This design comes from an exercise in tuning for small area on the open sky130 flow, not from production work. At most, simulation tests tie the RTL to the original design; equivalence was not proved. The RTL of runs 1 and 2 was laid out without a check of its function. Power and IR drop assume default switching activity.

[design/flow/design.v]
`timescale 1ns / 1ps
module calc (
    input         clk,
    input         rst,       
    input  [15:0] buttons,   
    output [23:0] bcd,       
    output        neg        
);
  reg [15:0] p;       
  reg [3:0]  k;       
  reg [23:0] X;       
  reg [23:0] R;       
  reg [23:0] W;       
  reg [5:0]  cnt;     
  reg        s;       
  reg        showR;   
  assign bcd = X;
  assign neg = showR & (R[23] | (s & (R != 24'd0)));
  wire [15:0] e = buttons & ~p;
  reg [3:0] kc;
  always @* begin
    if      (e[3])  kc = 4'd0;
    else if (e[7])  kc = 4'd1;
    else if (e[6])  kc = 4'd2;
    else if (e[5])  kc = 4'd3;
    else if (e[11]) kc = 4'd4;
    else if (e[10]) kc = 4'd5;
    else if (e[9])  kc = 4'd6;
    else if (e[15]) kc = 4'd7;
    else if (e[14]) kc = 4'd8;
    else if (e[13]) kc = 4'd9;
    else if (e[2])  kc = 4'd10;
    else if (e[1])  kc = 4'd11;
    else if (e[0])  kc = 4'd12;
    else if (e[4])  kc = 4'd13;
    else if (e[8])  kc = 4'd14;
    else            kc = 4'd15;
  end
  wire isdig = ~(k[3] & (k[2] | k[1]));
  wire isbs  = (k == 4'd10);
  wire isdiv = (k == 4'd15);
  function lt(input [5:0] a, input [5:0] b);
    integer j;
    reg r;
    begin
      r = 1'b0;
      for (j = 0; j < 6; j = j + 1)
        r = (~a[j] & b[j]) | (~(a[j] ^ b[j]) & r);
      lt = r;
    end
  endfunction
  localparam A0 = 2'd0, AK = 2'd1, AR = 2'd2, AW = 2'd3;
  reg [1:0] as;
  reg xe, za, g, inv, b10, dd;
  reg rshl, rinw, wshl, wlx, wrot;
  reg last, flips, sets;
  wire arith = ~isdig & ~isbs;         
  wire sub   = (k == 4'd13);
  wire loop  = ~cnt[5] & ~(cnt[4] & cnt[3] & (cnt[1] | cnt[2])) & (cnt[4:1] != 4'd0);   
  wire ddph  = ~lt(cnt, 6'd29);
  always @* begin
    as = A0; xe = 1'b1; za = 1'b0; g = 1'b0; inv = 1'b0; b10 = 1'b0; dd = 1'b0;
    rshl = 1'b0; rinw = 1'b0; wshl = 1'b0; wlx = 1'b0; wrot = 1'b0;
    last = 1'b0; flips = 1'b0; sets = 1'b0;
    if (rst) begin
      za = 1'b1; rshl = 1'b1; wlx = 1'b1;
    end else if (cnt == 6'd0) begin
      xe = 1'b0;   
    end else if (loop) begin
      rshl = 1'b1;
      if (isdig) begin
        as = cnt[4] & (cnt[3] | (cnt[2] & cnt[1])) ? AK : A0;
        g = cnt[4] & (cnt[3] | (cnt[2] & cnt[1])) & ~cnt[0];
      end else if (isbs) begin
        as = AW; g = 1'b1; b10 = 1'b1; inv = ~X[23]; wshl = 1'b1;
      end else if (isdiv) begin
        as = AR; g = 1'b1; inv = ~X[23];
      end else if (k[1]) begin
        g = R[23] & k[2];   
      end else begin
        as = AR; g = (cnt == 6'd25); inv = (sub ^ s) & g;
      end
    end else if (ddph) begin
      dd = 1'b1; as = isdiv ? AR : AW; wshl = 1'b1; wrot = ~arith;
      rshl = 1'b1; rinw = arith & ~isdiv;
      last = (cnt == 6'd52);
    end else if (cnt == 6'd27) begin
      g = 1'b1; inv = W[23];
    end else begin
      za = 1'b1;
      if (cnt[4]) begin
        wlx = cnt[2] | ~(isbs | isdiv);
        flips = ~cnt[2] & X[23] & ~(isbs | isdiv);
      end else begin
        sets = isdiv & R[23];
        if (isdig & ~(showR | X[23:20] == 4'd0)) begin
          xe = 1'b0; last = 1'b1;
        end
      end
    end
  end
  reg a0;
  always @* begin
    case (as)
      AK: a0 = cnt[1] ? (cnt[0] ? k[2] : k[3]) : (cnt[0] ? k[0] : k[1]);   
      AR: a0 = R[23];
      AW: a0 = W[23];
      default: a0 = 1'b0;
    endcase
  end
  wire [23:0] ddb;
  genvar i;
  generate
    for (i = 0; i < 6; i = i + 1) begin : ddm
      wire m = dd & (X[4*i+3] | (X[4*i+2] & (X[4*i+1] | X[4*i])));
      assign ddb[4*i+:4] = {1'b0, m, m, 1'b0};
    end
  endgenerate
  wire [23:0] bop = (((b10 ? 24'd10 : W) & {24{g}}) | ddb) ^ {24{inv}};
  wire [23:0] aop = {X[22:0] & {23{~za}}, a0};
  wire [24:0] c;
  wire [23:0] sum;
  assign c[0] = inv;
  generate
    for (i = 0; i < 24; i = i + 1) begin : fa
      assign sum[i] = aop[i] ^ bop[i] ^ c[i];
      assign c[i+1] = (aop[i] & bop[i]) | (c[i] & (aop[i] ^ bop[i]));
    end
  endgenerate
  wire q = ~sum[23];
  wire [5:0] cinc;
  wire [6:0] cc;
  assign cc[0] = 1'b1;
  generate
    for (i = 0; i < 6; i = i + 1) begin : inc
      assign cinc[i] = cnt[i] ^ cc[i];
      assign cc[i+1] = cnt[i] & cc[i];
    end
  endgenerate
  wire rin = rst ? 1'b0 : ddph ? (rinw ? W[23] : R[23]) : (isdiv ? q : R[23]);
  always @(posedge clk) begin
    p <= rst ? 16'd0 : buttons;
    if (rst) begin
      cnt <= 6'd0;
      s <= 1'b0;
      showR <= 1'b0;
    end else begin
      if (cnt == 6'd0) begin
        if (e != 16'd0) begin
          k <= kc;
          cnt <= 6'd1;
        end
      end else
        cnt <= last ? 6'd0 : cinc;
      if (cnt == 6'd26 && isdiv && R[23] && R[22]) k[0] <= 1'b0;   
      if (last && cnt[5]) showR <= arith;
      if (flips) s <= ~s;
      if (sets) s <= 1'b1;
    end
    if (xe) X <= sum;
    if (rshl) R <= {R[22:0], rin};
    if (wlx) W <= X;
    else if (wshl) W <= {W[22:0], dd ? (wrot & W[23]) : q};
  end
endmodule
[design/flow/run.sh]
#!/bin/bash
# synth_recipe.tcl (not shown) runs the flow's synth.tcl, then flattens the netlist and writes it again
# the make line also repeats each setting of config.mk as NAME=value (left out here)
make -C /OpenROAD-flow-scripts/flow DESIGN_CONFIG=/design/flow/config.mk WORK_HOME=/design/flow/orfs CLKGATE_MAP_FILE= SYNTH_SCRIPT=/design/flow/synth_recipe.tcl finish
[design/flow/config.mk]
export PLATFORM = sky130hd
export DESIGN_NAME = calc
export DESIGN_NICKNAME = calc
export VERILOG_FILES = /design/flow/design.v
export SDC_FILE = /design/flow/constraint.sdc
export NUM_CORES = 4
export LEC_CHECK = 0
export CAP_MARGIN = 20
export CORE_MARGIN = 2
export CORE_UTILIZATION = 70
export SLEW_MARGIN = 20
[design/flow/constraint.sdc]
create_clock -name core_clock -period 150.0 [get_ports {clk}]
set_input_delay 30.0000 -clock core_clock [delete_from_list [all_inputs] [get_ports {clk}]]
set_output_delay 30.0000 -clock core_clock [all_outputs]
set_load 0.01 [all_outputs]
==> run summary, run 1 <==
- Outcome: timing/DRC/antenna clean
- Commonest cells post-synth: edfxtp_1, nand2_1, inv_1
- Number of setup buffers added after CTS: 0
- CTS Buffer Depth: 2
- Area grow syn2layout: 13.2%
- CTS tree: done
- Layout cells sized above 1: 11.3%
- Top FF cell, synth: edfxtp_1
- Die Height: 91.8 um
- Top cell type's share of synthesized area: 42.3%
- Cell variety after synth: 54
- Clock Latency Late Sink: 0.36 ns
- DRT Wirelength: 10600 um
- Max_cap viols: 0
- Nature of the critical path endpoint: register
- DP Cell Count: 609
- Root Buffer: clkbuf_8
- Routed Antenna Nets: 0
- Worst Setup Start Kind: primary input
- Congestion Overflow GR: 0
- RSZ-0062 raised after global routing: false
- CP bufs+invs: 4
- ANT cells: 0
- Pwr/cell area: 9.80 nW/um^2
- Post-Route Setup TNS: 0 ns
- Die X-Extent: 91.8 um
- Worst reg2reg path endpoint: R[0]
- Initial antenna violation count: 0
- Crit path to: R[0]
- # hold bufs at CTS: 0
- Max-slew headroom at the worst pin: 30.5%
- Fin. max-slew vios: 0
- Count leader, synth: edfxtp_1
- FF+latch count, synth: 100
- Cell count along the critical path: 31
- Post-route cell area: 6110 um^2
- Largest net degree at the start of global routing: 33
- DRC: 0
- Syn Area/Cell: 11.2 um^2
- Worst R2R Start: cnt[1]
- Core ar.: 7610 um^2
- Top post-synthesis cells by area: edfxtp_1, dfxtp_1, fa_1
- Req. time, crit path: 150.19 ns
- HPWL after detailed placement: 7370 um
- First-pass GRT wire length: 17700 um
- Mapped cell area: 5400 um^2
- Post-synthesis sequential area ratio: 51.2%
- Number of enable flip-flop cells after synthesis: 76
- Total CTS buffers: 9
- Syn_nets: 530
- Async set-reset flop share out of synthesis: 0%
- Crit path max-delay family: adder cells
- Port-buffer cells: 42
- Mapped Cells: 483
- CTS sink cnt: 100
- CTS resizes: 0
- First drt pass iteration count: 8
- Minimum clock period: 41.33 ns
- Top cell by count, worst path: fa_1
- Peak VDD IR: 0.00620 mV
- Layout Cells excl Fill: 625
- Worst Reg-to-Reg Cells: 32
- Setup CP Type: primary input to register
- YS warnings: 1
- Fmax: 0.0242 GHz
- Vias/cell: 5.98
- Wire per inst: 16.9 um
- Worst min-delay path category: register to register
- Vias in the first global route: 3705
- Initial Utilization: 70.9%
- Total GRT Usage: 26.8%
- Die area: 8430 um^2
- Area leader, netlist: edfxtp_1
- Worst Tran Pin Value: 1.04 ns
- Area after DPL: 5890 um^2
- Number of DRC markers in iteration 0: 341
- Final Hold Vio Count: 0
- H-Tree Depth: 3
- Final setup fails: 0
- Setup Skew: 0.00826 ns
- Critical path peak fanout: 30
- P_leak: 2.33 nW
- Ports: 43
- Site Rows: 32
- Critical Path Source: rst
- GP Congestion: 0.855
- Period Utilization, post-route: 27.6%
- Clock transition at path regs: 0.09 ns
- Reg2reg setup slack: 137.65 ns
- Vias: 3739
- CP max stage delay: 0.92 ns
- Data arrival, critical path: 41.51 ns
- Crit-path slowest cell: and3_1
- Net count, final: 565
==> metal layers <==
layer	vias to the layer above	track usage [%]	wire length (um)
li1	1751	-	-
met1	1827	38.3	4810
met2	145	42.5	5080
met3	16	4.27	536
met4	0	8.83	142
met5	-	0	0
==> logic make-up after synthesis <==
| family | count (synthesis) | synth area share, % |
|---|---|---|
| muxes | 31 | 6.38 |
| DFF | 100 | 51.2 |
| AOI/OAI and AO/OA | 87 | 10.1 |
| xor gates and xnor gates | 19 | 3.36 |
| adders and majority gates | 29 | 9.79 |
| and+or+nand+nor | 152 | 14.2 |
| buffers and inverters | 65 | 4.96 |
==> state kept, by name, indices dropped and copies added (netlist names) <==
register,count
W,24
showR,1
k,4
p,16
X,24
s,1
cnt,6
R,24
==> worst register-to-register path, delay by kind of cell (launching register included) <==
family                   cells  cell delay (ns)
flip-flops                   1             0.59
buffers and inverters        2             0.12
AND/OR/NAND/NOR              3             1.49
adder cells (fa/ha/maj)     23             8.91
XOR/XNOR                     2             0.64
AO/OA/AOI/OAI                2             0.42
==> where the power goes <==
| part | total (W) | internal [W] | switching [W] |
|---|---|---|---|
| logic | 0.00000806 | 0.00000382 | 0.00000424 |
| clock network | 0.0000173 | 0.00000780 | 0.00000948 |
| registers | 0.0000345 | 0.0000326 | 0.00000190 |
==> through the flow <==
stage	util (%)	hold WS [ns]	worst slack, ns	power (W)
detailed placement	77.5	0.436	108.44	0.0000430
global placement	77.5	0.432	108.72	0.0000427
floorplan	-	0.427	109.82	0.0000392
global route	80.3	0.478	108.27	0.0000621
CTS	80.1	0.455	108.78	0.0000599
finish	80.3	0.454	108.67	0.0000598
==> cell type report <==
cell class | instances | area [um^2]
Timing Repair Buffer | 47 | 458
Inverter | 42 | 158
Clock buffer | 9 | 124
Sequential cell | 100 | 2760
Tap cell | 102 | 128
Clock inverter | 7 | 72.6
Multi-Input combinational cell | 318 | 2400
Fill cell | 473 | 1500
==> cell usage in the layout, fill, tap and decap left out, drive strengths merged, types with 4 or more instances in the layout <==
master          n
xnor2           5
inv            45
nor4            9
nand3           8
mux2i          13
xor2           13
a21oi          32
nand4           4
nor2           25
mux2           17
o21ai          28
fa             22
clkdlybuf4s50  42
or2             6
dfxtp          24
edfxtp         76
nand2b          8
and3            7
buf             5
nor3            4
clkbuf          9
nor2b          18
nand2          52
a21o            5
ha              7
a31oi           5
==> worst min-delay path by stage <==
stage                     slack (ns)   from  depth (start not counted)     to
after floorplan                 0.43  R[10]                          0  R[11]
after global routing            0.48   R[4]                          0   R[5]
after global placement          0.43  R[18]                          0  R[19]
after detailed placement        0.44  R[20]                          0  R[21]
final                           0.45  R[20]                          0  R[21]
after CTS                       0.45  R[20]                          0  R[21]
==> inputs of run 2 (changes only) <==
==> design/flow/flow/run.sh (new file) <==
#!/bin/bash
# The standard layout (the standard.sh, unchanged synthesis, floorplan,
# power grid and routing), with two settings changed:
# - the port buffers that placement inserts are buf_1 cells;
# - clock tree synthesis uses clkbuf_8 buffers, clusters of up to 25 sinks
#   and no dummy loads.
set -euo pipefail
export BUFFER_PORTS_ARGS="-buffer_cell sky130_fd_sc_hd__buf_1"
export CTS_ARGS="-sink_clustering_enable -repair_clock_nets -dont_use_dummy_load -buf_list sky130_fd_sc_hd__clkbuf_8 -sink_clustering_size 25"
bash standard.sh > standard.log 2>&1
==> design/flow/standard.sh (new file) <==
#!/bin/bash
# synth_recipe.tcl (not shown) runs the flow's synth.tcl, then flattens the netlist and writes it again
# the make line also repeats each setting of config.mk as NAME=value (left out here)
make -C /OpenROAD-flow-scripts/flow DESIGN_CONFIG=/design/flow/config.mk WORK_HOME=/design/flow/orfs CLKGATE_MAP_FILE= SYNTH_SCRIPT=/design/flow/synth_recipe.tcl "${@:-finish}"
removed: design/flow/run.sh
==> run 2 against run 1 <==
  * Cell area down 5.5%
  * Clock skew up 0.014 ns
  * Highest routed layer unchanged
  * Worst hold slack worse by 0.0037 ns
  * Critical endpoint unchanged
  * Still clean
  * Area after synthesis unchanged
==> run summary, run 2 <==
- Fmax: 0.0244 GHz (was 0.0242 GHz)
- Die X-Extent: 91.8 um (unchanged)
- Cell variety after synth: 54 (unchanged)
- Number of DRC markers in iteration 0: 277 (was 341)
- Syn Area/Cell: 11.2 um^2 (unchanged)
- CTS resizes: 0 (unchanged)
- Layout cells sized above 1: 10.4% (was 11.3%)
- YS warnings: 1 (unchanged)
- Congestion Overflow GR: 0 (unchanged)
- P_leak: 2.19 nW (was 2.33 nW)
- Post-Synth XOR/XNOR Area: 3.36% (unchanged)
- Top post-synthesis cells by area: edfxtp_1, dfxtp_1, fa_1 (unchanged)
- Core ar.: 7610 um^2 (unchanged)
- Die Height: 91.8 um (unchanged)
- Gate power share: 12.5% (was 13.5%)
- Minimum clock period: 40.90 ns (was 41.33 ns)
- Final Hold Vio Count: 0 (unchanged)
- Met2 WL: 5010 um (was 5080 um)
- Top layer in use: met4 (unchanged)
- First-pass GRT wire length: 17900 um (was 17700 um)
- Req. time, crit path: 150.19 ns (about the same)
- Nature of the critical path endpoint: register (unchanged)
- Mapped Cells: 483 (unchanged)
- Total GRT Usage: 27.3% (was 26.8%)
- Worst min-delay path category: register to register (unchanged)
- Top cell type's share of synthesized area: 42.3% (unchanged)
- HPWL after detailed placement: 7310 um (was 7370 um)
- Total CTS buffers: 9 (unchanged)
- Port-buffer cells: 42 (unchanged)
- Reg2reg setup slack: 137.72 ns (was 137.65 ns)
- Post-Route Setup TNS: 0 ns (unchanged)
- Routed Antenna Nets: 0 (unchanged)
- Critical path peak fanout: 30 (unchanged)
- Site Rows: 32 (unchanged)
- Crit-path slowest cell: and3_1 (unchanged)
- Mapped cell area: 5400 um^2 (unchanged)
- Post-synthesis sequential area ratio: 51.2% (unchanged)
- DRC: 0 (unchanged)
- Metal-1 WL: 4780 um (was 4810 um)
- Pwr/cell area: 9.50 nW/um^2 (was 9.80 nW/um^2)
- FILL cells: 527 (was 473)
- DRT Wirelength: 10700 um (was 10600 um)
- CP max stage delay: 0.94 ns (was 0.92 ns)
- Crit path max-delay family: adder cells (unchanged)
- Setup CP Type: primary input to register (unchanged)
- CP bufs+invs: 4 (unchanged)
- Worst Tran Pin Value: 1.07 ns (was 1.04 ns)
- Most frequent cells in the layout: edfxtp_1, nand2_1, inv_1, buf_1, a21oi_1 (was edfxtp_1, nand2_1, inv_1, clkdlybuf4s50_1, a21oi_1)
- Async set-reset flop share out of synthesis: 0% (unchanged)
- Clock transition at path regs: 0.09 ns (about the same)
- Largest net degree at the start of global routing: 33 (unchanged)
- Count leader, synth: edfxtp_1 (unchanged)
- # hold bufs at CTS: 0 (unchanged)
- First drt pass iteration count: 6 (was 8)
- Sw power: 0.0000142 W (was 0.0000156 W)
- Commonest cells post-synth: edfxtp_1, nand2_1, inv_1 (unchanged)
- Peak VDD IR: 0.00704 mV (was 0.00620 mV)
- Clock power frac: 24.5% (was 28.9%)
- Outcome: timing/DRC/antenna clean (unchanged)
- Fraction of the mapped netlist area in adder cells: 9.79% (unchanged)
- Die area: 8430 um^2 (unchanged)
- Largest regs: R x24, W x24, X x24 (unchanged)
- Internal Power: 0.0000406 W (was 0.0000442 W)
- Compound-gate portion of the synthesized area: 10.1% (unchanged)
- ANT cells: 0 (unchanged)
- Area leader, netlist: edfxtp_1 (unchanged)
- Switch share: 25.9% (was 26.1%)
- CTS tree: done (unchanged)
- Ports: 43 (unchanged)
- CTS sink cnt: 100 (unchanged)
- Mux share of post-synthesis cell area: 6.38% (unchanged)
- Layout Utilization: 75.9% (was 80.3%)
- Number of enable flip-flop cells after synthesis: 76 (unchanged)
- Vias/cell: 6.08 (was 5.98)
- Root Buffer: clkbuf_8 (unchanged)
- Area grow syn2layout: 6.96% (was 13.2%)
- Register share of total power: 62.9% (was 57.6%)
- Top FF cell, synth: edfxtp_1 (unchanged)
- RSZ-0062 raised after global routing: false (unchanged)
- Data arrival, critical path: 41.10 ns (was 41.51 ns)
- Vias: 3766 (was 3739)
- Initial Utilization: 70.9% (unchanged)
- Number of setup buffers added after CTS: 0 (unchanged)
- Fin. max-slew vios: 0 (unchanged)
- H-Tree Depth: 3 (unchanged)
- Most common cell after layout, fill and taps aside: edfxtp_1 (unchanged)
- Top cell by count, worst path: fa_1 (unchanged)
- Clock Latency Late Sink: 0.37 ns (was 0.36 ns)
- Syn_nets: 530 (unchanged)
- Initial antenna violation count: 0 (unchanged)
- CTS Buffer Depth: 2 (unchanged)
- Final setup fails: 0 (unchanged)
- Period Utilization, post-route: 27.3% (was 27.6%)
- Net count, final: 566 (was 565)
- Synth Area in Simple Gates: 14.2% (unchanged)
- Max_cap viols: 0 (unchanged)
- Vias in the first global route: 3722 (was 3705)
- GP Congestion: 0.852 (was 0.855)
- Main combinational cell family by area after synthesis: simple AND/OR/NAND/NOR gates (unchanged)
- Max-slew headroom at the worst pin: 29.0% (was 30.5%)
- Worst Setup Start Kind: primary input (unchanged)
- Wire per inst: 17.3 um (was 16.9 um)
- FF+latch count, synth: 100 (unchanged)
- WL met3: 712 um (was 536 um)
- Setup Skew: 0.0221 ns (was 0.00826 ns)
[run 2: cell counts after synthesis]
No cell type changed its count.
[run 2: layer usage]
metal  GRT usage, %  vias up
li1               -     1754
met1           38.9     1839
met2           42.4      153
met3           7.15       20
met4           7.46        0
met5              0        -
[run 2: layout make-up]
class	instances	area [um^2]	share of cell area, %
clock buffers	9	124	2.15
inverters	42	158	2.73
multi-input cells	318	2400	41.5
flip-flops and latches	100	2760	47.9
well taps	102	128	2.21
repair buffers	48	203	3.51
[run 2: per-stage QoR]
stage          area (um^2)  hold slack [ns]  instances  setup WS [ns]  power [W]
2_1_floorplan         5400            0.427        483         109.82  0.0000392
3_3_place_gp          5640            0.429        610         109.05  0.0000415
3_5_place_dp          5640            0.435        610         108.77  0.0000419
4_1_cts               5760            0.438        619         109.12  0.0000549
5_1_grt               5770            0.451        619         108.66  0.0000573
6_report              5770            0.450        619         109.10  0.0000548
[run 2: final timing paths]
| check | end | from | depth (start not counted) |
|---|---|---|---|
| hold reg to reg | R[15] | R[14] | 0 |
| setup / recovery | R[0] | rst | 31 |
| setup reg to reg | R[0] | cnt[1] | 32 |
| hold / removal | R[15] | R[14] | 0 |
[run 2: logic make-up after synthesis]
kind of cell | Yosys count
flops | 100
simple gates | 152
buf+inv | 65
xor+xnor | 19
fa+ha+maj | 29
compound gates | 87
mux | 31
[run 2: power by group through the flow]
| stage | Clock (W) | Sequential (W) | Combinational [W] |
|---|---|---|---|
| after global placement | 0 | 0.0000350 | 0.00000655 |
| after CTS | 0.0000135 | 0.0000345 | 0.00000685 |
| final | 0.0000135 | 0.0000345 | 0.00000688 |
| after global routing | 0.0000148 | 0.0000348 | 0.00000771 |
| after floorplan | 0 | 0.0000347 | 0.00000455 |
| after detailed placement | 0 | 0.0000351 | 0.00000681 |
==> inputs of run 3 (changes only) <==
--- a/design/flow/design.v
+++ b/design/flow/design.v
@@ -53,24 +53,25 @@
   reg [1:0] as;
   reg xe, za, g, inv, b10, dd;
   reg rshl, rinw, wshl, wlx, wrot;
-  reg last, flips, sets;
+  reg flips, sets;
   wire arith = ~isdig & ~isbs;         
   wire sub   = (k == 4'd13);
-  wire loop  = ~cnt[5] & ~(cnt[4] & cnt[3] & (cnt[1] | cnt[2])) & (cnt[4:1] != 4'd0);   
-  wire ddph  = ~lt(cnt, 6'd29);
+  wire loop  = ~cnt[5] & (cnt[4] | cnt[3]);
+  wire ddph  = cnt[5] & (cnt[4] | cnt[3]);
+  wire skip  = (cnt == 6'd1) & isdig & ~(showR | X[23:20] == 4'd0);
   always @* begin
     as = A0; xe = 1'b1; za = 1'b0; g = 1'b0; inv = 1'b0; b10 = 1'b0; dd = 1'b0;
     rshl = 1'b0; rinw = 1'b0; wshl = 1'b0; wlx = 1'b0; wrot = 1'b0;
-    last = 1'b0; flips = 1'b0; sets = 1'b0;
+    flips = 1'b0; sets = 1'b0;
     if (rst) begin
       za = 1'b1; rshl = 1'b1; wlx = 1'b1;
-    end else if (cnt == 6'd0) begin
+    end else if (cnt == 6'd0 || skip) begin
       xe = 1'b0;   
     end else if (loop) begin
       rshl = 1'b1;
       if (isdig) begin
-        as = cnt[4] & (cnt[3] | (cnt[2] & cnt[1])) ? AK : A0;
-        g = cnt[4] & (cnt[3] | (cnt[2] & cnt[1])) & ~cnt[0];
+        as = cnt[4] & cnt[3] & cnt[2] ? AK : A0;
+        g = cnt[4] & cnt[3] & cnt[2] & ~cnt[0];
       end else if (isbs) begin
         as = AW; g = 1'b1; b10 = 1'b1; inv = ~X[23]; wshl = 1'b1;
       end else if (isdiv) begin
@@ -78,31 +79,26 @@
       end else if (k[1]) begin
         g = R[23] & k[2];   
       end else begin
-        as = AR; g = (cnt == 6'd25); inv = (sub ^ s) & g;
+        as = AR; g = (cnt[4:0] == 5'd31); inv = (sub ^ s) & g;
       end
     end else if (ddph) begin
       dd = 1'b1; as = isdiv ? AR : AW; wshl = 1'b1; wrot = ~arith;
       rshl = 1'b1; rinw = arith & ~isdiv;
-      last = (cnt == 6'd52);
-    end else if (cnt == 6'd27) begin
+    end else if (cnt[5] & (cnt[2:0] == 3'd1)) begin
       g = 1'b1; inv = W[23];
     end else begin
       za = 1'b1;
-      if (cnt[4]) begin
-        wlx = cnt[2] | ~(isbs | isdiv);
-        flips = ~cnt[2] & X[23] & ~(isbs | isdiv);
-      end else begin
+      if (cnt[5]) begin
+        wlx = (cnt[2:0] == 3'd2) | ((cnt[2:0] == 3'd0) & ~(isbs | isdiv));
+        flips = (cnt[2:0] == 3'd0) & X[23] & ~(isbs | isdiv);
+      end else
         sets = isdiv & R[23];
-        if (isdig & ~(showR | X[23:20] == 4'd0)) begin
-          xe = 1'b0; last = 1'b1;
-        end
-      end
     end
   end
   reg a0;
   always @* begin
     case (as)
-      AK: a0 = cnt[1] ? (cnt[0] ? k[2] : k[3]) : (cnt[0] ? k[0] : k[1]);   
+      AK: a0 = cnt[1] ? (cnt[0] ? k[0] : k[1]) : (cnt[0] ? k[2] : k[3]);   
       AR: a0 = R[23];
       AW: a0 = W[23];
       default: a0 = 1'b0;
@@ -151,9 +147,9 @@
           cnt <= 6'd1;
         end
       end else
-        cnt <= last ? 6'd0 : cinc;
-      if (cnt == 6'd26 && isdiv && R[23] && R[22]) k[0] <= 1'b0;   
-      if (last && cnt[5]) showR <= arith;
+        cnt <= skip ? 6'd0 : cinc;
+      if (cnt == 6'd32 && isdiv && R[23] && R[22]) k[0] <= 1'b0;   
+      if (cnt == 6'd63) showR <= arith;
       if (flips) s <= ~s;
       if (sets) s <= 1'b1;
     end
==> design/flow/flow/run.sh (replaced) <==
#!/bin/bash
# The standard layout (the standard.sh, unchanged synthesis, floorplan,
# power grid and routing), with two settings changed:
# - the port buffers that placement inserts are buf_1 cells;
# - clock tree synthesis uses clkbuf_16 buffers, clusters of up to 50 sinks
#   and no dummy loads.
set -euo pipefail
export BUFFER_PORTS_ARGS="-buffer_cell sky130_fd_sc_hd__buf_1"
export CTS_ARGS="-sink_clustering_enable -repair_clock_nets -dont_use_dummy_load -buf_list sky130_fd_sc_hd__clkbuf_16 -sink_clustering_size 50 -sink_clustering_max_diameter 200"
bash standard.sh > standard.log 2>&1
==> run 3 against run 2 <==
  * First-iteration DRC count increased by 25%
  * Cell count down 0.16%
  * Die area is 0.39% lower
  * Core utilization rose by 3.7 points
  * Area after synthesis fell by 0.42%
  * Critical path type unchanged
  * Wire length grew 2.1%
  * Clock skew decreased by 0.0094 ns
  * Clock-buffer cell count did not move
  * Cell area up 1.1%
==> run summary, run 3 <==
- Outcome: timing/DRC/antenna clean (unchanged)
- Switch share: 26.6% (was 25.9%)
- Net count, final: 568 (was 566)
- Die X-Extent: 91.6 um (was 91.8 um)
- Initial Utilization: 73.3% (was 70.9%)
- Register share of total power: 56.0% (was 62.9%)
- # hold bufs at CTS: 0 (unchanged)
- Die area: 8390 um^2 (was 8430 um^2)
- Final Hold Vio Count: 0 (unchanged)
- Async set-reset flop share out of synthesis: 0% (unchanged)
- H-Tree Depth: 3 (unchanged)
- Vias/cell: 6.08 (about the same)
- Minimum clock period: 41.50 ns (was 40.90 ns)
- CP max stage delay: 0.64 ns (was 0.94 ns)
- DRT Wirelength: 10900 um (was 10700 um)
- Largest net degree at the start of global routing: 33 (unchanged)
- Root Buffer: clkbuf_16 (was clkbuf_8)
- P_leak: 2.15 nW (was 2.19 nW)
- Data arrival, critical path: 41.56 ns (was 41.10 ns)
- HPWL after detailed placement: 7430 um (was 7310 um)
- Top cell type's share of synthesized area: 42.5% (was 42.3%)
- Gate power share: 14.3% (was 12.5%)
- Period Utilization, post-route: 27.7% (was 27.3%)
- Core ar.: 7330 um^2 (was 7610 um^2)
- Post-route cell area: 5830 um^2 (was 5770 um^2)
- Worst Setup Start Kind: primary input (unchanged)
- Clock transition at path regs: 0.06 ns (was 0.09 ns)
- Critical path peak fanout: 29 (was 30)
- Worst R2R Start: X[23] (was cnt[1])
- Sw power: 0.0000172 W (was 0.0000142 W)
- First drt pass iteration count: 5 (was 6)
- Area grow syn2layout: 8.59% (was 6.96%)
- Most frequent cells in the layout: edfxtp_1, nand2_1, inv_1, buf_1, a21oi_1 (unchanged)
- Site Rows: 31 (was 32)
- Mapped Cells: 482 (was 483)
- Peak VDD IR: 0.00814 mV (was 0.00704 mV)
- ANT cells: 0 (unchanged)
- First-pass GRT wire length: 17900 um (about the same)
- Area leader, netlist: edfxtp_1 (unchanged)
- Commonest cells post-synth: edfxtp_1, nand2_1, inv_1 (unchanged)
- Layout Cells excl Fill: 618 (was 619)
- Crit-path slowest cell: and2b_1 (was and3_1)
- Die Height: 91.6 um (was 91.8 um)
- Req. time, crit path: 150.06 ns (was 150.19 ns)
- FF+latch count, synth: 100 (unchanged)
- Number of setup buffers added after CTS: 0 (unchanged)
- Clock power frac: 29.7% (was 24.5%)
- Wire per inst: 17.6 um (was 17.3 um)
- Syn Area/Cell: 11.1 um^2 (was 11.2 um^2)
- Count leader, synth: edfxtp_1 (unchanged)
- Layout cells sized above 1: 8.09% (was 10.4%)
- Post-Route Setup TNS: 0 ns (unchanged)
- Setup Skew: 0.0127 ns (was 0.0221 ns)
- Hold path start: R[20] (was R[14])
- Total GRT Usage: 27.8% (was 27.3%)
- Top post-synthesis cells by area: edfxtp_1, dfxtp_1, fa_1 (unchanged)
- Routed Antenna Nets: 0 (unchanged)
- Worst Tran Pin Value: 0.999 ns (was 1.07 ns)
- Initial antenna violation count: 0 (unchanged)
- RSZ-0062 raised after global routing: false (unchanged)
- Top cell by count, worst path: fa_1 (unchanged)
- Final setup fails: 0 (unchanged)
- Vias in the first global route: 3678 (was 3722)
- Number of enable flip-flop cells after synthesis: 76 (unchanged)
- Total CTS buffers: 9 (unchanged)
- Cell variety after synth: 60 (was 54)
- Top FF cell, synth: edfxtp_1 (unchanged)
- DP Cell Count: 609 (was 610)
- DRC: 0 (unchanged)
- CTS resizes: 0 (unchanged)
- Most common cell after layout, fill and taps aside: edfxtp_1 (unchanged)
- Number of DRC markers in iteration 0: 345 (was 277)
- Mapped cell area: 5370 um^2 (was 5400 um^2)
- Ports: 43 (unchanged)
- Largest regs: R x24, W x24, X x24 (unchanged)
- Max-slew headroom at the worst pin: 33.2% (was 29.0%)
- CTS Buffer Depth: 2 (unchanged)
- Fin. max-slew vios: 0 (unchanged)
- Setup CP Type: primary input to register (unchanged)
- Syn_nets: 529 (was 530)
- Nature of the critical path endpoint: register (unchanged)
- Area after DPL: 5600 um^2 (was 5640 um^2)
- Port-buffer cells: 42 (unchanged)
- Vias: 3757 (was 3766)
- Pwr/cell area: 11.1 nW/um^2 (was 9.50 nW/um^2)
- CTS sink cnt: 100 (unchanged)
- Max_cap viols: 0 (unchanged)
- Critical Path Source: rst (unchanged)
- CTS tree: done (unchanged)
- Congestion Overflow GR: 0 (unchanged)
- GP Congestion: 0.930 (was 0.852)
- Clock Latency Late Sink: 0.34 ns (was 0.37 ns)
- Worst min-delay path category: register to register (unchanged)
- YS warnings: 1 (unchanged)
- Post-synthesis sequential area ratio: 51.4% (was 51.2%)
- Internal Power: 0.0000475 W (was 0.0000406 W)
- Fmax: 0.0241 GHz (was 0.0244 GHz)
## run 3: power groups by stage
stage / Combinational (W) / Sequential (W) / Clock, W
after CTS: 0.00000918 / 0.0000362 / 0.0000196
final: 0.00000922 / 0.0000362 / 0.0000192
after global placement: 0.00000869 / 0.0000365 / 0
after floorplan: 0.00000592 / 0.0000362 / 0
after detailed placement: 0.00000901 / 0.0000367 / 0
after global routing: 0.0000102 / 0.0000366 / 0.0000204
## run 3: metrics by stage
stage                     hold slack [ns]  worst slack (ns)  util (%)  power (W)
after floorplan                     0.427            109.66         -  0.0000421
after global placement              0.431            108.75      76.4  0.0000452
after detailed placement            0.441            108.36      76.4  0.0000457
after CTS                           0.454            108.57      79.5  0.0000650
after global routing                0.465            108.10      79.6  0.0000673
final                               0.452            108.50      79.6  0.0000647
## run 3: cell type report
| class | count | area, um^2 |
|---|---|---|
| Multi-Input combinational cell | 322 | 2380 |
| Clock buffer | 9 | 225 |
| Timing Repair Buffer | 46 | 188 |
| Sequential cell | 100 | 2760 |
| Tap cell | 99 | 124 |
| Fill cell | 455 | 1500 |
| Inverter | 42 | 158 |
## run 3: cells by family (layout without fill, tap and decap cells)
family | Yosys count | count (layout) | share of synthesized area [%]
AND/OR/NAND/NOR | 152 | 152 | 14.4
multiplexers | 22 | 22 | 4.49
AO/OA/AOI/OAI | 88 | 88 | 10.2
XOR/XNOR | 31 | 31 | 5.05
buffers and inverters | 60 | 97 | 4.56
adder cells (fa/ha/maj) | 29 | 29 | 9.83
flip-flops | 100 | 100 | 51.4
## run 3: path summary, 6_finish.rpt
check	end	slack, ns	cells past startpoint
setup / recovery	R[0]	108.50	35
hold / removal	R[21]	0.45	0
setup reg to reg	R[0]	137.30	34
hold reg to reg	R[21]	0.45	0
## run 3: routing by layer
layer / vias up / routed length (um) / GRT usage, %
li1: 1749 / - / -
met1: 1821 / 4630 / 37.7
met2: 164 / 5310 / 46.1
met3: 23 / 717 / 5.26
met4: 0 / 236 / 8.21
met5: - / 0 / 0
## run 3: critical path, delay by kind of cell
| kind | cells | cell delay [ns] |
|---|---|---|
| compound gates | 3 | 0.40 |
| fa+ha+maj | 22 | 8.96 |
| buf+inv | 5 | 0.66 |
| mux | 1 | 0.17 |
| xor+xnor | 2 | 0.55 |
| simple gates | 2 | 0.80 |
==> inputs of run 4 (changes only) <==
--- a/design/flow/config.mk
+++ b/design/flow/config.mk
@@ -7,5 +7,5 @@
 export LEC_CHECK = 0
 export CAP_MARGIN = 20
 export CORE_MARGIN = 2
-export CORE_UTILIZATION = 70
+export CORE_UTILIZATION = 80
 export SLEW_MARGIN = 20
==> run 4 against run 3 <==
  * Combinational power increased by 4.7%
  * Clock-buffer cell count unchanged
  * Global-route usage increased by 7.6 points
  * Highest routed layer unchanged
==> run summary, run 4 <==
- Outcome: timing/DRC/antenna clean (unchanged)
- Worst Setup Start Kind: primary input (unchanged)
- Top post-synthesis cells by area: edfxtp_1, dfxtp_1, fa_1 (unchanged)
- Compound-gate portion of the synthesized area: 10.2% (unchanged)
- Vias: 4043 (was 3757)
- Hold path start: R[4] (was R[20])
- Fraction of the mapped netlist area in adder cells: 9.83% (unchanged)
- Pwr/cell area: 11.3 nW/um^2 (was 11.1 nW/um^2)
- Wire per inst: 20.9 um (was 17.6 um)
- Worst R2R Start: X[23] (unchanged)
- Worst Reg-to-Reg Cells: 34 (unchanged)
- Number of enable flip-flop cells after synthesis: 76 (unchanged)
- Largest net degree at the start of global routing: 33 (unchanged)
- Final Hold Vio Count: 0 (unchanged)
- ANT cells: 0 (unchanged)
- Mapped Cells: 482 (unchanged)
- DP Cell Count: 587 (was 609)
- Area leader, netlist: edfxtp_1 (unchanged)
- CTS sink cnt: 100 (unchanged)
- Net count, final: 570 (was 568)
- Mux share of post-synthesis cell area: 4.49% (unchanged)
- Post-synthesis sequential area ratio: 51.4% (unchanged)
- Vias/cell: 6.76 (was 6.08)
- Die Height: 86.0 um (was 91.6 um)
- DRC: 0 (unchanged)
- Root Buffer: clkbuf_16 (unchanged)
- RSZ-0062 raised after global routing: false (unchanged)
- CTS Buffer Depth: 2 (unchanged)
- Post-Synth XOR/XNOR Area: 5.05% (unchanged)
- Number of setup buffers added after CTS: 0 (unchanged)
- Minimum clock period: 41.43 ns (was 41.50 ns)
- YS warnings: 1 (unchanged)
- Reg2reg setup slack: 137.34 ns (was 137.30 ns)
- Setup Skew: 0.0124 ns (was 0.0127 ns)
- Data arrival, critical path: 41.52 ns (was 41.56 ns)
- Worst Tran Pin Value: 0.988 ns (was 0.999 ns)
- Hold Path End: R[5] (was R[21])
- Final setup fails: 0 (unchanged)
- FILL cells: 258 (was 455)
- First-pass GRT wire length: 19900 um (was 17900 um)
- Count leader, synth: edfxtp_1 (unchanged)
- P_leak: 2.16 nW (was 2.15 nW)
- H-Tree Depth: 3 (unchanged)
- Commonest cells post-synth: edfxtp_1, nand2_1, inv_1 (unchanged)
- Area grow syn2layout: 8.55% (was 8.59%)
- Total CTS buffers: 9 (unchanged)
- Die area: 7390 um^2 (was 8390 um^2)
- HPWL after detailed placement: 7750 um (was 7430 um)
- Period Utilization, post-route: 27.6% (was 27.7%)
- Cell variety after synth: 60 (unchanged)
- Req. time, crit path: 150.08 ns (was 150.06 ns)
- Synth Area in Simple Gates: 14.4% (unchanged)
- FF+latch count, synth: 100 (unchanged)
- Hold path cells: 0 (unchanged)
- Most common cell after layout, fill and taps aside: edfxtp_1 (unchanged)
- Syn_nets: 529 (unchanged)
- Async set-reset flop share out of synthesis: 0% (unchanged)
- CP max stage delay: 0.61 ns (was 0.64 ns)
- Syn Area/Cell: 11.1 um^2 (unchanged)
- Peak VDD IR: 0.00939 mV (was 0.00814 mV)
- Crit-path slowest cell: and2b_1 (unchanged)
- Clock transition at path regs: 0.07 ns (was 0.06 ns)
- Post-Route Setup TNS: 0 ns (unchanged)
- DRT Wirelength: 12500 um (was 10900 um)
- Nature of the critical path endpoint: register (unchanged)
- Ports: 43 (unchanged)
- Vias in the first global route: 3999 (was 3678)
- Layout Utilization: 90.8% (was 79.6%)
- CTS resizes: 0 (unchanged)
- Worst reg2reg path endpoint: R[0] (unchanged)
- Top FF cell, synth: edfxtp_1 (unchanged)
- Max-slew headroom at the worst pin: 34.0% (was 33.2%)
- Critical path peak fanout: 29 (unchanged)
- Max_cap viols: 0 (unchanged)
- Die X-Extent: 86.0 um (was 91.6 um)
- Fmax: 0.0241 GHz (about the same)
- Mapped cell area: 5370 um^2 (unchanged)
- Core ar.: 6420 um^2 (was 7330 um^2)
- Setup CP Type: primary input to register (unchanged)
- Final WS setup: 108.57 ns (was 108.50 ns)
- Post-Place Worst Slack: 108.38 ns (was 108.36 ns)
- GP Congestion: 0.971 (was 0.930)
- Layout Cells excl Fill: 598 (was 618)
- Total GRT Usage: 35.4% (was 27.8%)
- Main combinational cell family by area after synthesis: simple AND/OR/NAND/NOR gates (unchanged)
- Initial Utilization: 83.7% (was 73.3%)
- # hold bufs at CTS: 0 (unchanged)
- Largest regs: R x24, W x24, X x24 (unchanged)
- Initial antenna violation count: 0 (unchanged)
- Routed Antenna Nets: 0 (unchanged)
- Critical Path Source: rst (unchanged)
- Layout cells sized above 1: 8.06% (was 8.09%)
- Worst min-delay path category: register to register (unchanged)
- CTS tree: done (unchanged)
- Site Rows: 29 (was 31)
- Fin. max-slew vios: 0 (unchanged)
- First drt pass iteration count: 6 (was 5)
- Top cell by count, worst path: fa_1 (unchanged)
- Port-buffer cells: 42 (unchanged)
- Congestion Overflow GR: 0 (unchanged)
- Number of DRC markers in iteration 0: 694 (was 345)
- Most frequent cells in the layout: edfxtp_1, nand2_1, inv_1, buf_1, a21oi_1 (unchanged)
- Top cell type's share of synthesized area: 42.5% (unchanged)
- Clock Latency Late Sink: 0.34 ns (about the same)
==> run 4: critical path: cells and delay by family <==
kind	cells	cell delay (ns)
adder cells (fa/ha/maj)	22	8.98
AND/OR/NAND/NOR	2	0.79
AO/OA/AOI/OAI	3	0.41
buffers and inverters	5	0.67
multiplexers	1	0.19
XOR/XNOR	2	0.44
==> run 4: final cells by class <==
cell class                 instances  area, um^2  area share [%]
clock buffer                       9         225            3.86
inverter                          42         158            2.70
timing repair buffer              48         218            3.73
multi-input combinational        322        2370            40.7
sequential                       100        2760            47.4
tap                               77        96.3            1.65
==> run 4: kinds of logic (layout without fill, tap and decap cells) <==
group | Yosys count | in the layout
simple gates | 152 | 152
mux | 22 | 22
buf+inv | 60 | 99
xor+xnor | 31 | 31
compound gates | 88 | 88
flops | 100 | 100
fa+ha+maj | 29 | 29
==> run 4: worst max-delay path by stage <==
stage / endpoint / slack [ns] / depth (start not counted)
floorplan: R[0] / 109.66 / 31
global placement: R[0] / 108.83 / 35
detailed placement: R[0] / 108.38 / 35
CTS: R[0] / 108.72 / 35
finish: R[0] / 108.57 / 35
global route: R[0] / 108.14 / 35
==> run 4: metrics by stage <==
stage / hold WS (ns) / power [W] / cell area (um^2)
finish: 0.447 / 0.0000657 / 5830
global route: 0.457 / 0.0000673 / 5830
CTS: 0.448 / 0.0000651 / 5800
detailed placement: 0.441 / 0.0000458 / 5580
global placement: 0.432 / 0.0000452 / 5580
floorplan: 0.427 / 0.0000421 / 5370
==> run 4: layer usage <==
layer	GRT usage, %	vias to the layer above	part of all wire (%)
met2	57.4	311	48
met4	17.5	0	4.1
met3	6.74	70	11
met1	46.1	1910	37
met5	0	-	0
li1	-	1752	-
==> run 4: power breakdown <==
| part | internal (W) | switching [W] |
|---|---|---|
| clock network | 0.0000106 | 0.00000903 |
| registers | 0.0000335 | 0.00000287 |
| logic | 0.00000353 | 0.00000612 |
| total | 0.0000476 | 0.0000180 |
==> inputs of run 5 (changes only) <==
==> design/flow/flow/run.sh (replaced) <==
#!/bin/bash
# The standard layout (the standard.sh, unchanged synthesis, floorplan,
# power grid and routing), with two settings changed:
# - the port buffers that placement inserts are buf_1 cells;
# - clock tree synthesis uses clkbuf_8 buffers, clusters of up to 25 sinks
#   and no dummy loads.
set -euo pipefail
export BUFFER_PORTS_ARGS="-buffer_cell sky130_fd_sc_hd__buf_1"
export CTS_ARGS="-repair_clock_nets -dont_use_dummy_load -buf_list sky130_fd_sc_hd__clkbuf_8"
bash standard.sh > standard.log 2>&1
--- a/design/flow/config.mk
+++ b/design/flow/config.mk
@@ -7,5 +7,5 @@
 export LEC_CHECK = 0
 export CAP_MARGIN = 20
 export CORE_MARGIN = 2
-export CORE_UTILIZATION = 80
+export CORE_UTILIZATION = 70
 export SLEW_MARGIN = 20
==> run 5 against run 4 <==
  * Still clean
  * Non-clock buffer count shrank 2
  * Via count shrank 8.0%
  * Die area up 14%
  * Worst setup slack better by 0.017 ns
  * First-iteration DRC count fell by 46%
  * Cell count grew 3.3%
  * Wire length fell by 16%
  * Sequential power is essentially flat
  * Area after synthesis is the same
  * Global-route usage decreased by 8.8 points
  * Total power is 11% lower
  * Clock power is 32% lower
==> run summary, run 5 <==
- ANT cells: 0 (unchanged)
- CTS tree: done (unchanged)
- Vias: 3720 (was 4043)
- First drt pass iteration count: 5 (was 6)
- Area leader, netlist: edfxtp_1 (unchanged)
- Reg2reg setup slack: 137.36 ns (was 137.34 ns)
- Cell variety after synth: 60 (unchanged)
- Ports: 43 (unchanged)
- Clock transition at path regs: 0.08 ns (was 0.07 ns)
- Period Utilization, post-route: 27.6% (about the same)
- CTS Buffer Depth: 2 (unchanged)
- Worst Reg-to-Reg Cells: 34 (unchanged)
- Minimum clock period: 41.42 ns (was 41.43 ns)
- Max-slew headroom at the worst pin: 33.1% (was 34.0%)
- CTS sink cnt: 100 (unchanged)
- Total GRT Usage: 26.5% (was 35.4%)
- Area grow syn2layout: 6.71% (was 8.55%)
- Outcome: timing/DRC/antenna clean (unchanged)
- Mapped Cells: 482 (unchanged)
- Count leader, synth: edfxtp_1 (unchanged)
- Layout Utilization: 78.2% (was 90.8%)
- Top post-synthesis cells by area: edfxtp_1, dfxtp_1, fa_1 (unchanged)
- CTS resizes: 0 (unchanged)
- Data arrival, critical path: 41.51 ns (was 41.52 ns)
- Worst min-delay path category: register to register (unchanged)
- Commonest cells post-synth: edfxtp_1, nand2_1, inv_1 (unchanged)
- Crit-path slowest cell: and2b_1 (unchanged)
- DP Cell Count: 609 (was 587)
- First-pass GRT wire length: 17200 um (was 19900 um)
- Vias in the first global route: 3574 (was 3999)
- P_leak: 2.10 nW (was 2.16 nW)
- Req. time, crit path: 150.09 ns (was 150.08 ns)
- Pwr/cell area: 10.2 nW/um^2 (was 11.3 nW/um^2)
- Top cell type's share of synthesized area: 42.5% (unchanged)
- Port-buffer cells: 42 (unchanged)
- Layout Cells excl Fill: 618 (was 598)
- Setup Skew: 0.0193 ns (was 0.0124 ns)
- Vias/cell: 6.02 (was 6.76)
- Top cell by count, worst path: fa_1 (unchanged)
- Number of setup buffers added after CTS: 0 (unchanged)
- HPWL after detailed placement: 7430 um (was 7750 um)
- Nature of the critical path endpoint: register (unchanged)
- Setup CP Type: primary input to register (unchanged)
- Number of DRC markers in iteration 0: 372 (was 694)
- Critical Path Source: rst (unchanged)
- Net count, final: 568 (was 570)
- DRC: 0 (unchanged)
- Hold path cells: 0 (unchanged)
- Max_cap viols: 0 (unchanged)
- Die Height: 91.6 um (was 86.0 um)
- Worst Setup Start Kind: primary input (unchanged)
- Layout cells sized above 1: 8.09% (was 8.06%)
- Die X-Extent: 91.6 um (was 86.0 um)
- Largest net degree at the start of global routing: 33 (unchanged)
- CP max stage delay: 0.64 ns (was 0.61 ns)
- Largest regs: R x24, W x24, X x24 (unchanged)
- Worst Tran Pin Value: 1.00 ns (was 0.988 ns)
- Root Buffer: clkbuf_8 (was clkbuf_16)
- GP Congestion: 0.930 (was 0.971)
- Fin. max-slew vios: 0 (unchanged)
- Post-Route Setup TNS: 0 ns (unchanged)
- Routed Antenna Nets: 0 (unchanged)
- Initial Utilization: 73.3% (was 83.7%)
- YS warnings: 1 (unchanged)
- Critical path peak fanout: 29 (unchanged)
- Worst reg2reg path endpoint: R[0] (unchanged)
- DRT Wirelength: 10500 um (was 12500 um)
- Syn Area/Cell: 11.1 um^2 (unchanged)
- Peak VDD IR: 0.00651 mV (was 0.00939 mV)
- Wire per inst: 17.0 um (was 20.9 um)
- Die area: 8390 um^2 (was 7390 um^2)
- Site Rows: 31 (was 29)
- Total CTS buffers: 9 (unchanged)
- Clock Latency Late Sink: 0.36 ns (was 0.34 ns)
- Final setup fails: 0 (unchanged)
- Most frequent cells in the layout: edfxtp_1, nand2_1, inv_1, buf_1, a21oi_1 (unchanged)
- Hold path start: R[20] (was R[4])
- Initial antenna violation count: 0 (unchanged)
- Worst R2R Start: X[23] (unchanged)
- RSZ-0062 raised after global routing: false (unchanged)
- Syn_nets: 529 (unchanged)
- FF+latch count, synth: 100 (unchanged)
- Top FF cell, synth: edfxtp_1 (unchanged)
- Fmax: 0.0241 GHz (about the same)
- Most common cell after layout, fill and taps aside: edfxtp_1 (unchanged)
- Async set-reset flop share out of synthesis: 0% (unchanged)
- Number of enable flip-flop cells after synthesis: 76 (unchanged)
- Congestion Overflow GR: 0 (unchanged)
- Hold Path End: R[21] (was R[5])
- # hold bufs at CTS: 0 (unchanged)
- Final Hold Vio Count: 0 (unchanged)
- Core ar.: 7330 um^2 (was 6420 um^2)
- Post-synthesis sequential area ratio: 51.4% (unchanged)
- Mapped cell area: 5370 um^2 (unchanged)
- H-Tree Depth: 3 (unchanged)
run 5: worst max path at each step:
stage          endpoint  slack (ns)  cells past startpoint
3_5_place_dp       R[0]      108.36                     35
4_1_cts            R[0]      108.66                     35
5_1_grt            R[0]      108.19                     35
3_3_place_gp       R[0]      108.75                     35
2_1_floorplan      R[0]      109.66                     31
6_report           R[0]      108.59                     35
run 5: cells by family (layout without fill, tap and decap cells):
kind of cell	after synthesis	in the layout	synth area share [%]
AO/OA/AOI/OAI	88	88	10.2
XOR/XNOR	31	31	5.05
adder cells (fa/ha/maj)	29	29	9.83
buffers and inverters	60	97	4.56
flip-flops	100	100	51.4
multiplexers	22	22	4.49
AND/OR/NAND/NOR	152	152	14.4
run 5: power breakdown:
part           internal [W]  switching [W]
combinational    0.00000338     0.00000574
sequential        0.0000335     0.00000265
clock            0.00000540     0.00000803
run 5: layout make-up:
type | instances | area [um^2]
Inverter | 42 | 158
Multi-Input combinational cell | 322 | 2380
Timing Repair Buffer | 46 | 188
Fill cell | 481 | 1600
Sequential cell | 100 | 2760
Clock buffer | 9 | 124
Tap cell | 99 | 124
run 5: routing by layer:
metal  track usage (%)  part of all wire (%)  vias to the layer above
met5                 0                     0                        -
met3              5.01                   6.7                       18
met4              8.33                   1.9                        0
met1              37.1                    44                     1791
met2              42.6                    48                      159
li1                  -                     -                     1752
run 5: per-stage QoR:
stage                     total power (W)  hold WS, ns  cell area (um^2)  setup slack (ns)
final                           0.0000587        0.457              5730            108.59
after global routing            0.0000613        0.468              5730            108.19
after CTS                       0.0000589        0.458              5730            108.66
after detailed placement        0.0000457        0.441              5600            108.36
after global placement          0.0000452        0.431              5600            108.75
after floorplan                 0.0000421        0.427              5370            109.66
run 5: worst max-delay path: cells and delay by family:
kind	cells	cell delay [ns]
adder cells (fa/ha/maj)	22	8.92
AND/OR/NAND/NOR	2	0.80
buffers and inverters	5	0.68
XOR/XNOR	2	0.55
AO/OA/AOI/OAI	3	0.40
multiplexers	1	0.16
==> inputs of run 6 (changes only) <==
--- a/design/flow/flow/run.sh
+++ b/design/flow/flow/run.sh
@@ -6,5 +6,5 @@
 #   and no dummy loads.
 set -euo pipefail
 export BUFFER_PORTS_ARGS="-buffer_cell sky130_fd_sc_hd__buf_1"
-export CTS_ARGS="-repair_clock_nets -dont_use_dummy_load -buf_list sky130_fd_sc_hd__clkbuf_8"
+export CTS_ARGS="-sink_clustering_enable -sink_clustering_levels 1 -repair_clock_nets -dont_use_dummy_load -buf_list sky130_fd_sc_hd__clkbuf_16 -sink_clustering_size 40 -sink_clustering_max_diameter 150"
 bash standard.sh > standard.log 2>&1
==> run 6 against run 5 <==
  * Still clean on timing, DRC and antenna
  * Maximum frequency fell by 0.20%
  * Synthesized cell count did not move
  * Die area did not move
  * Via count rose by 0.99%
  * Worst hold slack got worse by 0.0046 ns
  * Cell area rose by 1.8%
  * Register-to-register slack got worse by 0.06 ns
  * Flip-flop and latch count did not move
  * Non-clock buffer count did not move
  * Sequential share of layout area fell by 0.84 points
  * Highest routed layer unchanged
==> run summary, run 6 <==
- Clock transition at path regs: 0.06 ns (was 0.08 ns)
- Worst min-delay path category: register to register (unchanged)
- Largest regs: R x24, W x24, X x24 (unchanged)
- Initial antenna violation count: 0 (unchanged)
- Design Power: 0.0000647 W (was 0.0000587 W)
- Max-slew headroom at the worst pin: 33.2% (was 33.1%)
- Worst Setup Start Kind: primary input (unchanged)
- Area leader, netlist: edfxtp_1 (unchanged)
- Die area: 8390 um^2 (unchanged)
- Most common cell after layout, fill and taps aside: edfxtp_1 (unchanged)
- P_leak: 2.15 nW (was 2.10 nW)
- DRT Wirelength: 10900 um (was 10500 um)
- FF+latch count, synth: 100 (unchanged)
- CTS resizes: 0 (unchanged)
- Port-buffer cells: 42 (unchanged)
- Total CTS buffers: 9 (unchanged)
- Site Rows: 31 (unchanged)
- Commonest cells post-synth: edfxtp_1, nand2_1, inv_1 (unchanged)
- Worst reg2reg path endpoint: R[0] (unchanged)
- CTS sink cnt: 100 (unchanged)
- Outcome: timing/DRC/antenna clean (unchanged)
- Most frequent cells in the layout: edfxtp_1, nand2_1, inv_1, buf_1, a21oi_1 (unchanged)
- Number of enable flip-flop cells after synthesis: 76 (unchanged)
- Routed Antenna Nets: 0 (unchanged)
- Top post-synthesis cells by area: edfxtp_1, dfxtp_1, fa_1 (unchanged)
- Syn_nets: 529 (unchanged)
- Pwr/cell area: 11.1 nW/um^2 (was 10.2 nW/um^2)
- FILL cells: 455 (was 481)
- Cell variety after synth: 60 (unchanged)
- CTS tree: done (unchanged)
- Syn Area/Cell: 11.1 um^2 (unchanged)
- ANT cells: 0 (unchanged)
- Fin. max-slew vios: 0 (unchanged)
- Wire per inst: 17.6 um (was 17.0 um)
- Data arrival, critical path: 41.56 ns (was 41.51 ns)
- Hold Slack: 0.452 ns (was 0.457 ns)
- Post-route cell area: 5830 um^2 (was 5730 um^2)
- Crit-path slowest cell: and2b_1 (unchanged)
- Layout Utilization: 79.6% (was 78.2%)
- First drt pass iteration count: 5 (unchanged)
- Reg2reg setup slack: 137.30 ns (was 137.36 ns)
- Register share of total power: 56.0% (was 61.6%)
- Top FF cell, synth: edfxtp_1 (unchanged)
- Max_cap viols: 0 (unchanged)
- Internal Power: 0.0000475 W (was 0.0000423 W)
- Post-Route Setup TNS: 0 ns (unchanged)
- DRC: 0 (unchanged)
- Total GRT Usage: 27.8% (was 26.5%)
- Top cell by count, worst path: fa_1 (unchanged)
- Area after DPL: 5600 um^2 (unchanged)
- Mapped Cells: 482 (unchanged)
- H-Tree Depth: 3 (unchanged)
- Fmax: 0.0241 GHz (about the same)
- Nature of the critical path endpoint: register (unchanged)
- Number of DRC markers in iteration 0: 345 (was 372)
- Clock Latency Late Sink: 0.34 ns (was 0.36 ns)
- Hold Path End: R[21] (unchanged)
- CTS Buffer Depth: 2 (unchanged)
- Die Height: 91.6 um (unchanged)
- Largest net degree at the start of global routing: 33 (unchanged)
- Initial Utilization: 73.3% (unchanged)
- Top cell type's share of synthesized area: 42.5% (unchanged)
- YS warnings: 1 (unchanged)
- Count leader, synth: edfxtp_1 (unchanged)
- Post-synthesis sequential area ratio: 51.4% (unchanged)
- First-pass GRT wire length: 17900 um (was 17200 um)
- Gate power share: 14.3% (was 15.6%)
- Layout cells sized above 1: 8.09% (unchanged)
- Worst Tran Pin Value: 0.999 ns (was 1.00 ns)
- Final Hold Vio Count: 0 (unchanged)
- Req. time, crit path: 150.06 ns (was 150.09 ns)
- Minimum clock period: 41.50 ns (was 41.42 ns)
- Sw power: 0.0000172 W (was 0.0000164 W)
- Net count, final: 568 (unchanged)
- Vias in the first global route: 3678 (was 3574)
- Vias: 3757 (was 3720)
- Clock power frac: 29.7% (was 22.9%)
- Period Utilization, post-route: 27.7% (was 27.6%)
- HPWL after detailed placement: 7430 um (unchanged)
- Async set-reset flop share out of synthesis: 0% (unchanged)
- Congestion Overflow GR: 0 (unchanged)
- RSZ-0062 raised after global routing: false (unchanged)
- Switch share: 26.6% (was 28.0%)
- # hold bufs at CTS: 0 (unchanged)
- CP max stage delay: 0.64 ns (about the same)
- Critical path peak fanout: 29 (unchanged)
- Die X-Extent: 91.6 um (unchanged)
- Hold path start: R[20] (unchanged)
- Root Buffer: clkbuf_16 (was clkbuf_8)
- Vias/cell: 6.08 (was 6.02)
- Core ar.: 7330 um^2 (unchanged)
- Area grow syn2layout: 8.59% (was 6.71%)
- Critical Path Source: rst (unchanged)
- Ports: 43 (unchanged)
- GP Congestion: 0.930 (unchanged)
- Worst R2R Start: X[23] (unchanged)
- Number of setup buffers added after CTS: 0 (unchanged)
- Setup Skew: 0.0127 ns (was 0.0193 ns)
- Setup CP Type: primary input to register (unchanged)
- Final setup fails: 0 (unchanged)
- Worst Reg-to-Reg Cells: 34 (unchanged)
- Mapped cell area: 5370 um^2 (unchanged)
- Hold path cells: 0 (unchanged)
- Peak VDD IR: 0.00814 mV (was 0.00651 mV)
-- run 6: cell counts after synthesis --
No cell type changed its count.
-- run 6: worst max-delay path, delay by kind of cell --
family	cells	cell delay, ns
buffers and inverters	5	0.66
AO/OA/AOI/OAI	3	0.40
multiplexers	1	0.17
XOR/XNOR	2	0.55
adder cells (fa/ha/maj)	22	8.96
AND/OR/NAND/NOR	2	0.80
-- run 6: per-stage QoR --
step | instances | setup slack (ns)
final | 618 | 108.50
after detailed placement | 609 | 108.36
after CTS | 618 | 108.57
after global placement | 609 | 108.75
after global routing | 618 | 108.10
after floorplan | 482 | 109.66
-- run 6: cells by family after synthesis --
| kind of cell | Yosys count | share of synthesized area, % |
|---|---|---|
| adder cells (fa/ha/maj) | 29 | 9.83 |
| AO/OA/AOI/OAI | 88 | 10.2 |
| flip-flops | 100 | 51.4 |
| multiplexers | 22 | 4.49 |
| XOR/XNOR | 31 | 5.05 |
| buffers and inverters | 60 | 4.56 |
| AND/OR/NAND/NOR | 152 | 14.4 |
-- run 6: cell type report --
cell class | count | area (um^2) | share of cell area, %
Sequential cell | 100 | 2760 | 47.4
Multi-Input combinational cell | 322 | 2380 | 40.7
Clock buffer | 9 | 225 | 3.86
Timing Repair Buffer | 46 | 188 | 3.22
Inverter | 42 | 158 | 2.70
Tap cell | 99 | 124 | 2.12
-- run 6: how the worst max path moves through the flow --
| stage | endpoint | slack, ns | cells after the start |
|---|---|---|---|
| after floorplan | R[0] | 109.66 | 31 |
| after global placement | R[0] | 108.75 | 35 |
| after detailed placement | R[0] | 108.36 | 35 |
| after CTS | R[0] | 108.57 | 35 |
| after global routing | R[0] | 108.10 | 35 |
| final | R[0] | 108.50 | 35 |
-- run 6: layer usage --
layer  track usage, %  share of wire, %  up-vias
met1             37.7                42     1821
met4             8.21               2.2        0
met5                0                 0        -
li1                 -                 -     1749
met3             5.26               6.6       23
met2             46.1                49      164
-- run 6: power groups by stage --
stage          clock network (W)  registers, W   logic [W]
3_5_place_dp                   0     0.0000367  0.00000901
5_1_grt                0.0000204     0.0000366   0.0000102
2_1_floorplan                  0     0.0000362  0.00000592
6_report               0.0000192     0.0000362  0.00000922
4_1_cts                0.0000196     0.0000362  0.00000918
3_3_place_gp                   0     0.0000365  0.00000869
==> inputs of run 7 (changes only) <==
==> design/flow/flow/run.sh (replaced) <==
#!/bin/bash
# The standard layout (the standard.sh, unchanged synthesis, floorplan,
# power grid and routing), with two settings changed:
# - the port buffers that placement inserts are buf_1 cells;
# - clock tree synthesis uses clkbuf_8 buffers and no dummy loads.
# The make output goes to standard.log; each step's own log stays under
# orfs/logs/.
set -euo pipefail
export BUFFER_PORTS_ARGS="-buffer_cell sky130_fd_sc_hd__buf_1"
export CTS_ARGS="-repair_clock_nets -dont_use_dummy_load -buf_list sky130_fd_sc_hd__clkbuf_8"
bash standard.sh > standard.log 2>&1
==> run 7 against run 6 <==
  * Highest routed layer unchanged
  * Core utilization down 1.4 points
  * Flip-flop and latch count unchanged
  * Critical path depth stayed put
  * Clock power fell by about 30%
==> run summary, run 7 <==
- Root Buffer: clkbuf_8 (was clkbuf_16)
- Core ar.: 7330 um^2 (unchanged)
- Site Rows: 31 (unchanged)
- Critical Path Source: rst (unchanged)
- Die area: 8390 um^2 (unchanged)
- Area grow syn2layout: 6.71% (was 8.59%)
- Number of enable flip-flop cells after synthesis: 76 (unchanged)
- Count leader, synth: edfxtp_1 (unchanged)
- CTS Buffer Depth: 2 (unchanged)
- Number of setup buffers added after CTS: 0 (unchanged)
- CP max stage delay: 0.64 ns (about the same)
- Design Power: 0.0000587 W (was 0.0000647 W)
- Most frequent cells in the layout: edfxtp_1, nand2_1, inv_1, buf_1, a21oi_1 (unchanged)
- Reg2reg setup slack: 137.36 ns (was 137.30 ns)
- Data arrival, critical path: 41.51 ns (was 41.56 ns)
- Top cell type's share of synthesized area: 42.5% (unchanged)
- Nature of the critical path endpoint: register (unchanged)
- Final Hold Vio Count: 0 (unchanged)
- Worst reg2reg path endpoint: R[0] (unchanged)
- Top cell by count, worst path: fa_1 (unchanged)
- Die X-Extent: 91.6 um (unchanged)
- Outcome: timing/DRC/antenna clean (unchanged)
- DRT Wirelength: 10500 um (was 10900 um)
- Worst Tran Pin Value: 1.00 ns (was 0.999 ns)
- Initial antenna violation count: 0 (unchanged)
- Mapped cell area: 5370 um^2 (unchanged)
- Minimum clock period: 41.42 ns (was 41.50 ns)
- Total CTS buffers: 9 (unchanged)
- Area leader, netlist: edfxtp_1 (unchanged)
- Vias/cell: 6.02 (was 6.08)
- Largest net degree at the start of global routing: 33 (unchanged)
- Max_cap viols: 0 (unchanged)
- HPWL after detailed placement: 7430 um (unchanged)
- Ports: 43 (unchanged)
- Switch share: 28.0% (was 26.6%)
- Worst Setup Start Kind: primary input (unchanged)
- YS warnings: 1 (unchanged)
- Clock power frac: 22.9% (was 29.7%)
- Post-route cell area: 5730 um^2 (was 5830 um^2)
- P_leak: 2.10 nW (was 2.15 nW)
- Congestion Overflow GR: 0 (unchanged)
- Post-Route Setup TNS: 0 ns (unchanged)
- Setup CP Type: primary input to register (unchanged)
- Fmax: 0.0241 GHz (about the same)
- Vias in the first global route: 3574 (was 3678)
- Async set-reset flop share out of synthesis: 0% (unchanged)
- Critical path peak fanout: 29 (unchanged)
- First drt pass iteration count: 5 (unchanged)
- Clock transition at path regs: 0.08 ns (was 0.06 ns)
- Wire per inst: 17.0 um (was 17.6 um)
- DRC: 0 (unchanged)
- Commonest cells post-synth: edfxtp_1, nand2_1, inv_1 (unchanged)
- Mapped Cells: 482 (unchanged)
- First-pass GRT wire length: 17200 um (was 17900 um)
- Most common cell after layout, fill and taps aside: edfxtp_1 (unchanged)
- CTS resizes: 0 (unchanged)
- Hold path start: R[20] (unchanged)
- Req. time, crit path: 150.09 ns (was 150.06 ns)
- Layout Cells excl Fill: 618 (unchanged)
- Port-buffer cells: 42 (unchanged)
- Number of DRC markers in iteration 0: 372 (was 345)
- GP Congestion: 0.930 (unchanged)
- Post-synthesis sequential area ratio: 51.4% (unchanged)
- Initial Utilization: 73.3% (unchanged)
- Layout cells sized above 1: 8.09% (unchanged)
- Hold Slack: 0.457 ns (was 0.452 ns)
- Register share of total power: 61.6% (was 56.0%)
- Clock Latency Late Sink: 0.36 ns (was 0.34 ns)
- H-Tree Depth: 3 (unchanged)
- Hold Path End: R[21] (unchanged)
- Total GRT Usage: 26.5% (was 27.8%)
- Syn_nets: 529 (unchanged)
- Max-slew headroom at the worst pin: 33.1% (was 33.2%)
- Period Utilization, post-route: 27.6% (was 27.7%)
- Internal Power: 0.0000423 W (was 0.0000475 W)
- Worst R2R Start: X[23] (unchanged)
- # hold bufs at CTS: 0 (unchanged)
- Largest regs: R x24, W x24, X x24 (unchanged)
- Fin. max-slew vios: 0 (unchanged)
- Pwr/cell area: 10.2 nW/um^2 (was 11.1 nW/um^2)
- DP Cell Count: 609 (unchanged)
- Final setup fails: 0 (unchanged)
- FILL cells: 481 (was 455)
- CTS sink cnt: 100 (unchanged)
- Syn Area/Cell: 11.1 um^2 (unchanged)
- Peak VDD IR: 0.00651 mV (was 0.00814 mV)
- Gate power share: 15.6% (was 14.3%)
- Vias: 3720 (was 3757)
- Cell variety after synth: 60 (unchanged)
- Worst Reg-to-Reg Cells: 34 (unchanged)
- Worst min-delay path category: register to register (unchanged)
- Top post-synthesis cells by area: edfxtp_1, dfxtp_1, fa_1 (unchanged)
- Top FF cell, synth: edfxtp_1 (unchanged)
- Hold path cells: 0 (unchanged)
- Crit-path slowest cell: and2b_1 (unchanged)
- Net count, final: 568 (unchanged)
- Area after DPL: 5600 um^2 (unchanged)
- Routed Antenna Nets: 0 (unchanged)
- CTS tree: done (unchanged)
- ANT cells: 0 (unchanged)
- Sw power: 0.0000164 W (was 0.0000172 W)
- RSZ-0062 raised after global routing: false (unchanged)
- FF+latch count, synth: 100 (unchanged)
- Die Height: 91.6 um (unchanged)
- Setup Skew: 0.0193 ns (was 0.0127 ns)
run 7: stage by stage:
step / util, % / setup slack, ns
2_1_floorplan: - / 109.66
3_3_place_gp: 76.4 / 108.75
3_5_place_dp: 76.4 / 108.36
4_1_cts: 78.1 / 108.66
5_1_grt: 78.2 / 108.19
6_report: 78.2 / 108.59
run 7: logic make-up after synthesis:
group / count (synthesis) / share of synthesized area (%)
buf+inv: 60 / 4.56
mux: 22 / 4.49
xor+xnor: 31 / 5.05
compound gates: 88 / 10.2
flops: 100 / 51.4
simple gates: 152 / 14.4
fa+ha+maj: 29 / 9.83
run 7: worst max path at each step:
stage	endpoint	cells past startpoint
floorplan	R[0]	31
global placement	R[0]	35
detailed placement	R[0]	35
CTS	R[0]	35
global route	R[0]	35
finish	R[0]	35
run 7: worst max-delay path: cells and delay by family:
kind	cells	cell delay (ns)
adder cells (fa/ha/maj)	22	8.92
AND/OR/NAND/NOR	2	0.80
AO/OA/AOI/OAI	3	0.40
buffers and inverters	5	0.68
multiplexers	1	0.16
XOR/XNOR	2	0.55
run 7: layout make-up:
type                            count  area, um^2  share of cell area, %
Tap cell                           99         124                   2.16
Timing Repair Buffer               46         188                   3.27
Sequential cell                   100        2760                   48.2
Inverter                           42         158                   2.75
Multi-Input combinational cell    322        2380                   41.5
Clock buffer                        9         124                   2.16
run 7: power by group through the flow:
stage                     combinational (W)  sequential (W)   clock, W
final                            0.00000913       0.0000361  0.0000134
after global routing              0.0000101       0.0000366  0.0000146
after CTS                        0.00000910       0.0000361  0.0000137
after detailed placement         0.00000901       0.0000367          0
after global placement           0.00000869       0.0000365          0
after floorplan                  0.00000592       0.0000362          0
run 7: routing by layer:
layer | global-route usage (%) | share of wire (%) | wire length [um] | vias to the layer above
li1 | - | - | - | 1752
met1 | 37.1 | 44 | 4600 | 1791
met2 | 42.6 | 48 | 5000 | 159
met3 | 5.01 | 6.7 | 701 | 18
met4 | 8.33 | 1.9 | 201 | 0
met5 | 0 | 0 | 0 | -

Check on run 7: ideal ports give 108.585 ns setup slack; a clkbuf_16 on the clock port and buf_2 on the inputs give 108.597 ns; moving port delays by the midpoint clock arrival (0.385 ns) as well gives 108.212 ns.
